This design comes from an exercise in tuning for small area on the open sky130 flow, not from production work. At most, simulation tests tie the RTL to the original design; equivalence was not proved. Power figures rest on the tool's default switching activity, not on a simulated workload.

==> run a <==
// hdmi_text_top
module hdmi_text_top (
	input clk,
	input resetn,
	input user_clk,
	input [2:0] user_data_3,
	output [9:0] tmds_ch0,
	output [9:0] tmds_ch1,
	output [9:0] tmds_ch2
);
	wire vdma_tvalid, vdma_tready, vdma_tdata, vdma_tuser;
	wire video_enc_tdata;
	wire [3:0] video_enc_tuser;
	reg [3:0] resetn_clk_pixel_q;
	always @(posedge clk)
		resetn_clk_pixel_q <= {resetn_clk_pixel_q, resetn};
	wire clk_pixel_resetn = resetn_clk_pixel_q[3];
	svo_canvas svo_canvas (
		.clk(clk),
		.resetn(resetn),
		.user_clk(user_clk),
		.user_data_3(user_data_3),
		.out_axis_tready(vdma_tready),
		.out_axis_tvalid(vdma_tvalid),
		.out_axis_tdata(vdma_tdata),
		.out_axis_tuser(vdma_tuser)
	);
	svo_enc svo_enc (
		.clk(clk),
		.resetn(clk_pixel_resetn),
		.in_axis_tvalid(vdma_tvalid),
		.in_axis_tready(vdma_tready),
		.in_axis_tdata(vdma_tdata),
		.in_axis_tuser(vdma_tuser),
		.out_axis_tdata(video_enc_tdata),
		.out_axis_tuser(video_enc_tuser)
	);
	wire [9:0] tmds_ch12;
	svo_tmds svo_tmds (
		.clk(clk),
		.resetn(clk_pixel_resetn),
		.de(!video_enc_tuser[3]),
		.ctrl(video_enc_tuser[2:1]),
		.din(video_enc_tdata),
		.dout0(tmds_ch0),
		.dout12(tmds_ch12)
	);
	assign tmds_ch1 = tmds_ch12;
	assign tmds_ch2 = tmds_ch12;
endmodule
==> module font_rom, before the edit <==
module font_rom (
    input  [5:0] code,
    input  [2:0] row,
    input  [2:0] col,
    output       bit_out
);
    wire [63:0] bitmap =
        ({64{code == 6'd1}} & 64'h0033333F33331E0C) |
        ({64{code == 6'd2}} & 64'h003F66663E66663F) |
        ({64{code == 6'd3}} & 64'h003C66030303663C) |
        ({64{code == 6'd4}} & 64'h001F36666666361F) |
        ({64{code == 6'd5}} & 64'h007F46161E16467F) |
        ({64{code == 6'd6}} & 64'h000F06161E16467F) |
        ({64{code == 6'd7}} & 64'h007C66730303663C) |
        ({64{code == 6'd8}} & 64'h003333333F333333) |
        ({64{code == 6'd9}} & 64'h001E0C0C0C0C0C1E) |
        ({64{code == 6'd10}} & 64'h001E333330303078) |
        ({64{code == 6'd11}} & 64'h006766361E366667) |
        ({64{code == 6'd12}} & 64'h007F66460606060F) |
        ({64{code == 6'd13}} & 64'h0063636B7F7F7763) |
        ({64{code == 6'd14}} & 64'h006363737B6F6763) |
        ({64{code == 6'd15}} & 64'h001C36636363361C) |
        ({64{code == 6'd16}} & 64'h000F06063E66663F) |
        ({64{code == 6'd17}} & 64'h00381E3B3333331E) |
        ({64{code == 6'd18}} & 64'h006766363E66663F) |
        ({64{code == 6'd19}} & 64'h001E33380E07331E) |
        ({64{code == 6'd20}} & 64'h001E0C0C0C0C2D3F) |
        ({64{code == 6'd21}} & 64'h003F333333333333) |
        ({64{code == 6'd22}} & 64'h000C1E3333333333) |
        ({64{code == 6'd23}} & 64'h0063777F6B636363) |
        ({64{code == 6'd24}} & 64'h0063361C1C366363) |
        ({64{code == 6'd25}} & 64'h001E0C0C1E333333) |
        ({64{code == 6'd26}} & 64'h007F664C1831637F) |
        ({64{code == 6'd27}} & 64'h003E676F7B73633E) |
        ({64{code == 6'd28}} & 64'h003F0C0C0C0C0E0C) |
        ({64{code == 6'd29}} & 64'h003F33061C30331E) |
        ({64{code == 6'd30}} & 64'h001E33301C30331E) |
        ({64{code == 6'd31}} & 64'h0078307F33363C38) |
        ({64{code == 6'd32}} & 64'h001E3330301F033F) |
        ({64{code == 6'd33}} & 64'h001E33331F03061C) |
        ({64{code == 6'd34}} & 64'h000C0C0C1830333F) |
        ({64{code == 6'd35}} & 64'h001E33331E33331E) |
        ({64{code == 6'd36}} & 64'h000E18303E33331E) |
        ({64{code == 6'd37}} & 64'h000C0C0000000000) |
        ({64{code == 6'd38}} & 64'h060C0C0000000000) |
        ({64{code == 6'd39}} & 64'h000C000C1830331E) |
        ({64{code == 6'd40}} & 64'h00180018183C3C18) |
        ({64{code == 6'd41}} & 64'h000103060C183060) |
        ({64{code == 6'd42}} & 64'h00406030180C0603) |
        ({64{code == 6'd43}} & 64'h00FF000000000000) |
        ({64{code == 6'd44}} & 64'h000000003F000000) |
        ({64{code == 6'd45}} & 64'h0018181818181818) |
        ({64{code == 6'd46}} & 64'h0000001E3333331E) |
        ({64{code == 6'd47}} & 64'h000C0C00000C0C00) |
        ({64{code == 6'd48}} & 64'h0000000000030606);
    assign bit_out = bitmap[{row, col}];
endmodule
clock: 10.0 ns
lec_check: 0
abc_area: 1
cap_margin: 20
core_margin: 2
core_utilization: 40
cts_buf_list: sky130_fd_sc_hd__clkbuf_4
slew_margin: 20
run.sh (not shown) runs the stock make flow with config.mk's settings and CLKGATE_MAP_FILE= SYNTH_SCRIPT=/design/flow/synth_recipe.tcl, a recipe that flattens the netlist after the stock synthesis.
==> run b: changes against run a <==
--- a/flow/design.v
+++ b/flow/design.v
@@ -1,58 +1,63 @@
 module font_rom (
-    input  [5:0] code,
-    input  [2:0] row,
-    input  [2:0] col,
-    output       bit_out
+    input      [5:0] code,
+    input      [2:0] row,
+    input      [2:0] col,
+    output           bit_out
 );
-    wire [63:0] bitmap =
-        ({64{code == 6'd1}} & 64'h0033333F33331E0C) |
-        ({64{code == 6'd2}} & 64'h003F66663E66663F) |
-        ({64{code == 6'd3}} & 64'h003C66030303663C) |
-        ({64{code == 6'd4}} & 64'h001F36666666361F) |
-        ({64{code == 6'd5}} & 64'h007F46161E16467F) |
-        ({64{code == 6'd6}} & 64'h000F06161E16467F) |
-        ({64{code == 6'd7}} & 64'h007C66730303663C) |
-        ({64{code == 6'd8}} & 64'h003333333F333333) |
-        ({64{code == 6'd9}} & 64'h001E0C0C0C0C0C1E) |
-        ({64{code == 6'd10}} & 64'h001E333330303078) |
-        ({64{code == 6'd11}} & 64'h006766361E366667) |
-        ({64{code == 6'd12}} & 64'h007F66460606060F) |
-        ({64{code == 6'd13}} & 64'h0063636B7F7F7763) |
-        ({64{code == 6'd14}} & 64'h006363737B6F6763) |
-        ({64{code == 6'd15}} & 64'h001C36636363361C) |
-        ({64{code == 6'd16}} & 64'h000F06063E66663F) |
-        ({64{code == 6'd17}} & 64'h00381E3B3333331E) |
-        ({64{code == 6'd18}} & 64'h006766363E66663F) |
-        ({64{code == 6'd19}} & 64'h001E33380E07331E) |
-        ({64{code == 6'd20}} & 64'h001E0C0C0C0C2D3F) |
-        ({64{code == 6'd21}} & 64'h003F333333333333) |
-        ({64{code == 6'd22}} & 64'h000C1E3333333333) |
-        ({64{code == 6'd23}} & 64'h0063777F6B636363) |
-        ({64{code == 6'd24}} & 64'h0063361C1C366363) |
-        ({64{code == 6'd25}} & 64'h001E0C0C1E333333) |
-        ({64{code == 6'd26}} & 64'h007F664C1831637F) |
-        ({64{code == 6'd27}} & 64'h003E676F7B73633E) |
-        ({64{code == 6'd28}} & 64'h003F0C0C0C0C0E0C) |
-        ({64{code == 6'd29}} & 64'h003F33061C30331E) |
-        ({64{code == 6'd30}} & 64'h001E33301C30331E) |
-        ({64{code == 6'd31}} & 64'h0078307F33363C38) |
-        ({64{code == 6'd32}} & 64'h001E3330301F033F) |
-        ({64{code == 6'd33}} & 64'h001E33331F03061C) |
-        ({64{code == 6'd34}} & 64'h000C0C0C1830333F) |
-        ({64{code == 6'd35}} & 64'h001E33331E33331E) |
-        ({64{code == 6'd36}} & 64'h000E18303E33331E) |
-        ({64{code == 6'd37}} & 64'h000C0C0000000000) |
-        ({64{code == 6'd38}} & 64'h060C0C0000000000) |
-        ({64{code == 6'd39}} & 64'h000C000C1830331E) |
-        ({64{code == 6'd40}} & 64'h00180018183C3C18) |
-        ({64{code == 6'd41}} & 64'h000103060C183060) |
-        ({64{code == 6'd42}} & 64'h00406030180C0603) |
-        ({64{code == 6'd43}} & 64'h00FF000000000000) |
-        ({64{code == 6'd44}} & 64'h000000003F000000) |
-        ({64{code == 6'd45}} & 64'h0018181818181818) |
-        ({64{code == 6'd46}} & 64'h0000001E3333331E) |
-        ({64{code == 6'd47}} & 64'h000C0C00000C0C00) |
-        ({64{code == 6'd48}} & 64'h0000000000030606);
+    reg [63:0] bitmap;
     assign bit_out = bitmap[{row, col}];
+    always @(*) begin
+        case (code)
+            6'd1: bitmap = 64'h0033333F33331E0C;
+            6'd2: bitmap = 64'h003F66663E66663F;
+            6'd3: bitmap = 64'h003C66030303663C;
+            6'd4: bitmap = 64'h001F36666666361F;
+            6'd5: bitmap = 64'h007F46161E16467F;
+            6'd6: bitmap = 64'h000F06161E16467F;
+            6'd7: bitmap = 64'h007C66730303663C;
+            6'd8: bitmap = 64'h003333333F333333;
+            6'd9: bitmap = 64'h001E0C0C0C0C0C1E;
+            6'd10: bitmap = 64'h001E333330303078;
+            6'd11: bitmap = 64'h006766361E366667;
+            6'd12: bitmap = 64'h007F66460606060F;
+            6'd13: bitmap = 64'h0063636B7F7F7763;
+            6'd14: bitmap = 64'h006363737B6F6763;
+            6'd15: bitmap = 64'h001C36636363361C;
+            6'd16: bitmap = 64'h000F06063E66663F;
+            6'd17: bitmap = 64'h00381E3B3333331E;
+            6'd18: bitmap = 64'h006766363E66663F;
+            6'd19: bitmap = 64'h001E33380E07331E;
+            6'd20: bitmap = 64'h001E0C0C0C0C2D3F;
+            6'd21: bitmap = 64'h003F333333333333;
+            6'd22: bitmap = 64'h000C1E3333333333;
+            6'd23: bitmap = 64'h0063777F6B636363;
+            6'd24: bitmap = 64'h0063361C1C366363;
+            6'd25: bitmap = 64'h001E0C0C1E333333;
+            6'd26: bitmap = 64'h007F664C1831637F;
+            6'd27: bitmap = 64'h003E676F7B73633E;
+            6'd28: bitmap = 64'h003F0C0C0C0C0E0C;
+            6'd29: bitmap = 64'h003F33061C30331E;
+            6'd30: bitmap = 64'h001E33301C30331E;
+            6'd31: bitmap = 64'h0078307F33363C38;
+            6'd32: bitmap = 64'h001E3330301F033F;
+            6'd33: bitmap = 64'h001E33331F03061C;
+            6'd34: bitmap = 64'h000C0C0C1830333F;
+            6'd35: bitmap = 64'h001E33331E33331E;
+            6'd36: bitmap = 64'h000E18303E33331E;
+            6'd37: bitmap = 64'h000C0C0000000000;
+            6'd38: bitmap = 64'h060C0C0000000000;
+            6'd39: bitmap = 64'h000C000C1830331E;
+            6'd40: bitmap = 64'h00180018183C3C18;
+            6'd41: bitmap = 64'h000103060C183060;
+            6'd42: bitmap = 64'h00406030180C0603;
+            6'd43: bitmap = 64'h00FF000000000000;
+            6'd44: bitmap = 64'h000000003F000000;
+            6'd45: bitmap = 64'h0018181818181818;
+            6'd46: bitmap = 64'h0000001E3333331E;
+            6'd47: bitmap = 64'h000C0C00000C0C00;
+            6'd48: bitmap = 64'h0000000000030606;
+            default: bitmap = 64'h0;
+        endcase
+    end
 endmodule
 module svo_tmds (
- ABC_AREA: 1 -> not set
- CTS_BUF_LIST: sky130_fd_sc_hd__clkbuf_4 -> not set
==> summary of the runs <==
- In run a the via count is larger than in run b, by about 6%.
- Of run b and run a, run b has the higher total power (gap about 7%, measured against run a).
- Between run b and run a, the lower area after synthesis is in run a (gap 4.9%, measured against run a).
- Flip-flop and latch count: run a is lower than run b (45).
The RTL of run a was laid out without a check of its function.

* * *

==> exp/nickel: inputs <==
hdmi_text_top, a different RTL version from the one above (not shown whole).
==> module svo_canvas, before the edit <==
module svo_canvas (
    input            clk,
    input            resetn,
    input            user_clk,
    input      [2:0] user_data_3,
    input      [9:0] display_x,
    input      [8:0] display_y,
    input      [3:0] rd_col,
    input      [2:0] rd_grid_y,
    output           pixel
);
    reg [2:0] user_clk_q;
    wire user_clk_rise = user_clk_q[1] && !user_clk_q[2];
    wire user_clk_fall = !user_clk_q[1] && user_clk_q[2];
    reg       write_clk;
    reg       load_upper;
    reg [5:0] user_data_6;
    reg [6:0] last_pos;
    reg       any_wr;
    reg       two_wr;
    reg       enable_read_offset;
    reg [2:0] read_offset;
    wire       do_write = user_clk_rise && !write_clk;
    wire [6:0] wr_pos   = two_wr ? last_pos + 7'd1 : 7'd0;
    always @(posedge clk) begin
        if (!resetn) begin
            user_clk_q <= 0;
            write_clk <= 0;
            load_upper <= 0;
            user_data_6 <= 0;
            last_pos <= 0;
            any_wr <= 0;
            two_wr <= 0;
            enable_read_offset <= 0;
            read_offset <= 0;
        end else begin
            user_clk_q <= { user_clk_q[1:0], user_clk };
            if (user_clk_rise)
                write_clk <= !write_clk;
            if (user_clk_fall) begin
                load_upper <= !load_upper;
                if (load_upper)
                    user_data_6[5:3] <= user_data_3;
                else
                    user_data_6[2:0] <= user_data_3;
            end
            if (do_write) begin
                last_pos <= wr_pos;
                any_wr <= 1;
                two_wr <= any_wr;
                if (wr_pos == 7'd127)
                    enable_read_offset <= 1;
                if (enable_read_offset && wr_pos[3:0] == 0)
                    read_offset <= read_offset + 1;
            end
        end
    end
    wire [2:0] rd_row = rd_grid_y + read_offset;
    wire [6:0] rd_pos = { rd_row, rd_col };
    wire [2:0] lw_row = last_pos[6:4];
    wire [3:0] lw_col = last_pos[3:0];
    wire rd_valid = two_wr && ((rd_row < lw_row) ||
                               (rd_row == lw_row && rd_col <= lw_col) ||
                               (enable_read_offset && rd_row > lw_row));
    reg [3:0]  ph;
    reg [95:0] ring [0:7];
    reg        pa_v, pb_v;
    reg [5:0]  pa_d, pb_d;
    wire [6:0] pa_pos = last_pos;
    wire [6:0] pb_pos = last_pos - 7'd1;
    wire commit_a = pa_v && (pa_pos[3:0] ^ {pa_pos[4], 3'b000}) == ph;
    wire commit_b = pb_v && (pb_pos[3:0] ^ {pb_pos[4], 3'b000}) == ph;
    wire mem_write = do_write && any_wr;    
    wire [5:0] commit_d = commit_a ? pa_d : pb_d;
    wire [2:0] commit_row = commit_a ? pa_pos[6:4] : pb_pos[6:4];
    wire       commit = commit_a || commit_b;
    reg [5:0] ring_in [0:7];
    integer r;
    always @(*) begin
        for (r = 0; r < 8; r = r + 1)
            ring_in[r] = (commit && commit_row == r) ? commit_d : ring[r][5:0];
    end
    always @(posedge clk) begin
        for (r = 0; r < 8; r = r + 1)
            ring[r] <= { ring_in[r], ring[r][95:6] };
    end
    always @(posedge clk) begin
        if (!resetn) begin
            ph <= 0;
            pa_v <= 0;
            pb_v <= 0;
        end else begin
            ph <= ph + 4'd1;
            if (mem_write) begin
                pa_v <= 1;
                pa_d <= user_data_6;
                pb_v <= pa_v && !commit_a;
                pb_d <= pa_d;
            end else begin
                if (commit_a) pa_v <= 0;
                if (commit_b) pb_v <= 0;
            end
        end
    end
    wire [3:0] c  = display_x[9:6];
    wire [2:0] g  = display_y[8:6];
    wire [2:0] r0 = g + read_offset;
    wire [3:0] c1 = c + 4'd1;
    wire odd = r0[0];
    wire at_c   = ph == c;
    wire at_c8  = ph == (c ^ 4'd8);
    wire at_c1  = ph == c1;
    wire at_c18 = ph == (c1 ^ 4'd8);
    wire [2:0] row_sel = (odd == (at_c8 || at_c18)) ? r0 : r0 + 3'd1;
    reg  [5:0] ring_tap;
    always @(*) begin
        ring_tap = ring[0][5:0];
        for (r = 1; r < 8; r = r + 1)
            if (row_sel == r)
                ring_tap = ring[r][5:0];
    end
    wire [5:0] tap = (commit && commit_row == row_sel) ? commit_d : ring_tap;
    reg  [5:0] x00, x10, x01, x11;
    wire [5:0] f00 = (odd ? at_c8  : at_c ) ? tap : x00;
    wire [5:0] f10 = (odd ? at_c   : at_c8) ? tap : x10;
    wire [5:0] f01 = (odd ? at_c18 : at_c1) ? tap : x01;
    wire [5:0] f11 = (odd ? at_c1 : at_c18) ? tap : x11;
    wire colchg = rd_col != c;
    wire scroll = do_write && enable_read_offset && wr_pos[3:0] == 0;
    wire [5:0] cur   = colchg ? f01 : f00;    
    wire [5:0] below = colchg ? f11 : f10;    
    always @(posedge clk) begin
        x00 <= scroll ? below : cur;
        x10 <= below;
        x01 <= scroll ? f11 : f01;
        x11 <= f11;
    end
    wire [5:0] rd_data = (pa_v && rd_pos == pa_pos) ? pa_d :
                         (pb_v && rd_pos == pb_pos) ? pb_d :
                         cur;
    reg  [5:0] char_code_q;
    reg        pix_q;
    wire       font_bit;
    font_rom font_bitmaps (
        .code(char_code_q),
        .row(display_y[5:3]),
        .col(display_x[5:3]),
        .bit_out(font_bit)
    );
    always @(posedge clk) begin
        if (!resetn) begin
            char_code_q <= 0;
            pix_q <= 0;
        end else begin
            char_code_q <= rd_valid ? rd_data : 6'd0;
            pix_q <= font_bit;
        end
    end
    reg [8:0] pix_d;
    always @(posedge clk)
        pix_d <= { pix_d[7:0], pix_q };
    assign pixel = pix_d[8];
endmodule
clock: 10.0 ns
lec_check: 0
abc_area: 1
cap_margin: 20
core_margin: 2
core_utilization: 40
slew_margin: 20
standard.sh (not shown) runs the stock make flow with config.mk's settings and CLKGATE_MAP_FILE= SYNTH_SCRIPT=/design/flow/synth_recipe.tcl, a recipe that flattens the netlist after the stock synthesis.
==> flow/flow/run.sh <==
#!/bin/bash
set -euo pipefail
export CTS_ARGS="-sink_clustering_enable -repair_clock_nets -sink_clustering_size 18 -sink_clustering_max_diameter 50 -buf_list sky130_fd_sc_hd__clkbuf_8 -dont_use_dummy_load"
export BUFFER_PORTS_ARGS="-buffer_cell sky130_fd_sc_hd__buf_1"
bash standard.sh > standard.log 2>&1
==> inputs of exp/cedar, as changes to exp/nickel <==
--- a/flow/design.v
+++ b/flow/design.v
@@ -1275,14 +1275,17 @@
     wire commit_a = pa_v && (pa_pos[3:0] ^ {pa_pos[4], 3'b000}) == ph;
     wire commit_b = pb_v && (pb_pos[3:0] ^ {pb_pos[4], 3'b000}) == ph;
     wire mem_write = do_write && any_wr;    
-    wire [5:0] commit_d = commit_a ? pa_d : pb_d;
-    wire [2:0] commit_row = commit_a ? pa_pos[6:4] : pb_pos[6:4];
-    wire       commit = commit_a || commit_b;
     reg [5:0] ring_in [0:7];
     integer r;
     always @(*) begin
-        for (r = 0; r < 8; r = r + 1)
-            ring_in[r] = (commit && commit_row == r) ? commit_d : ring[r][5:0];
+        for (r = 0; r < 8; r = r + 1) begin
+            if (commit_a && pa_pos[6:4] == r)
+                ring_in[r] = pa_d;
+            else if (commit_b && pb_pos[6:4] == r)
+                ring_in[r] = pb_d;
+            else
+                ring_in[r] = ring[r][5:0];
+        end
     end
     always @(posedge clk) begin
         for (r = 0; r < 8; r = r + 1)
@@ -1316,14 +1319,7 @@
     wire at_c1  = ph == c1;
     wire at_c18 = ph == (c1 ^ 4'd8);
     wire [2:0] row_sel = (odd == (at_c8 || at_c18)) ? r0 : r0 + 3'd1;
-    reg  [5:0] ring_tap;
-    always @(*) begin
-        ring_tap = ring[0][5:0];
-        for (r = 1; r < 8; r = r + 1)
-            if (row_sel == r)
-                ring_tap = ring[r][5:0];
-    end
-    wire [5:0] tap = (commit && commit_row == row_sel) ? commit_d : ring_tap;
+    wire [5:0] tap = ring_in[row_sel];
     reg  [5:0] x00, x10, x01, x11;
     wire [5:0] f00 = (odd ? at_c8  : at_c ) ? tap : x00;
     wire [5:0] f10 = (odd ? at_c   : at_c8) ? tap : x10;
@@ -1331,17 +1327,15 @@
     wire [5:0] f11 = (odd ? at_c1 : at_c18) ? tap : x11;
     wire colchg = rd_col != c;
     wire scroll = do_write && enable_read_offset && wr_pos[3:0] == 0;
-    wire [5:0] cur   = colchg ? f01 : f00;    
-    wire [5:0] below = colchg ? f11 : f10;    
     always @(posedge clk) begin
-        x00 <= scroll ? below : cur;
-        x10 <= below;
+        x00 <= scroll ? (colchg ? f11 : f10) : (colchg ? f01 : f00);
+        x10 <= colchg ? f11 : f10;
         x01 <= scroll ? f11 : f01;
         x11 <= f11;
     end
     wire [5:0] rd_data = (pa_v && rd_pos == pa_pos) ? pa_d :
                          (pb_v && rd_pos == pb_pos) ? pb_d :
-                         cur;
+                         colchg ? f01 : f00;
     reg  [5:0] char_code_q;
     reg        pix_q;
     wire       font_bit;
==> flow/flow/run.sh (replaced) <==
#!/bin/bash
set -euo pipefail
export CTS_ARGS="-sink_clustering_enable -repair_clock_nets -sink_clustering_size 24 -sink_clustering_max_diameter 40 -buf_list sky130_fd_sc_hd__clkbuf_8 -dont_use_dummy_load"
bash standard.sh > standard.log 2>&1
==> run summary <==
| metric | exp/nickel | exp/cedar |
|---|---|---|
| Outcome | timing/DRC/antenna clean | timing/DRC/antenna clean |
| Routed length on met2 | 21.6 mm | 25.2 mm |
| Fraction of area in non-clock buffers | 0.00870 | 0.0163 |
| Iteration count of the initial detailed-routing pass | 7 | 6 |
| Number of fillers in the final layout | 5833 | 5920 |
| Sequential share of power | 0.663 | 0.641 |
| Non-Filler Cell Area, Final | 0.0269 mm2 | 0.0279 mm2 |
| Critical path depth | 25 | 28 |
| R2r setup slk | 5.37 ns | 4.87 ns |
| Hold slack final | 0.244 ns | 0.232 ns |
| Maximum clock rate | 216 MHz | 195 MHz |
| Share of the final layout cell area in multi-input gates | 0.226 | 0.234 |
| Count of mapped cells out of synthesis | 2325 | 2425 |
| Global Route met1 Usage | 0.212 | 0.207 |
| Routability congestion estimate | 0.896 | 0.949 |
| Number of buffers inserted during clock tree synthesis | 70 | 89 |
| Cell depth of the worst flop-to-flop path | 25 | 28 |
| Vias per inst | 4.70 | 4.75 |
| Mean area per synthesized cell | 10.8 um2 | 10.5 um2 |
| Height of the chip | 254 um | 257 um |
| Combinational group power | 0.205 mW | 0.207 mW |
| Maximum resistive drop on vdd | 144 uV | 85.2 uV |

==> what the ideal ports hide <==
In the flow no input, the clock included, has a driving cell. The finished layouts below were timed again as built, in two steps.
Step 1 assumes that a clkbuf_16 drives the clock port and a buf_2 every other input.
Step 2 times the ports against the registers' clock, not the clock port: input delays grow and output delays shrink by t, the midpoint of the rising clock arrivals with the driver on.
a / b / c = no drivers / after step 1 / after step 2; a / b = the first two.
run	shift t [ns]	setup slack, ns	slew at the worst register clock pin (ns)
run a	1.055	5.267 / 5.207 / 5.373	0.08 / 0.08
run b	0.694	2.188 / 2.188 / 2.188	0.06 / 0.06
exp/nickel	0.673	5.371 / 5.371 / 5.371	0.11 / 0.11
exp/cedar	0.705	4.867 / 4.867 / 4.867	0.12 / 0.12
After both steps setup and hold are still met in every run listed.
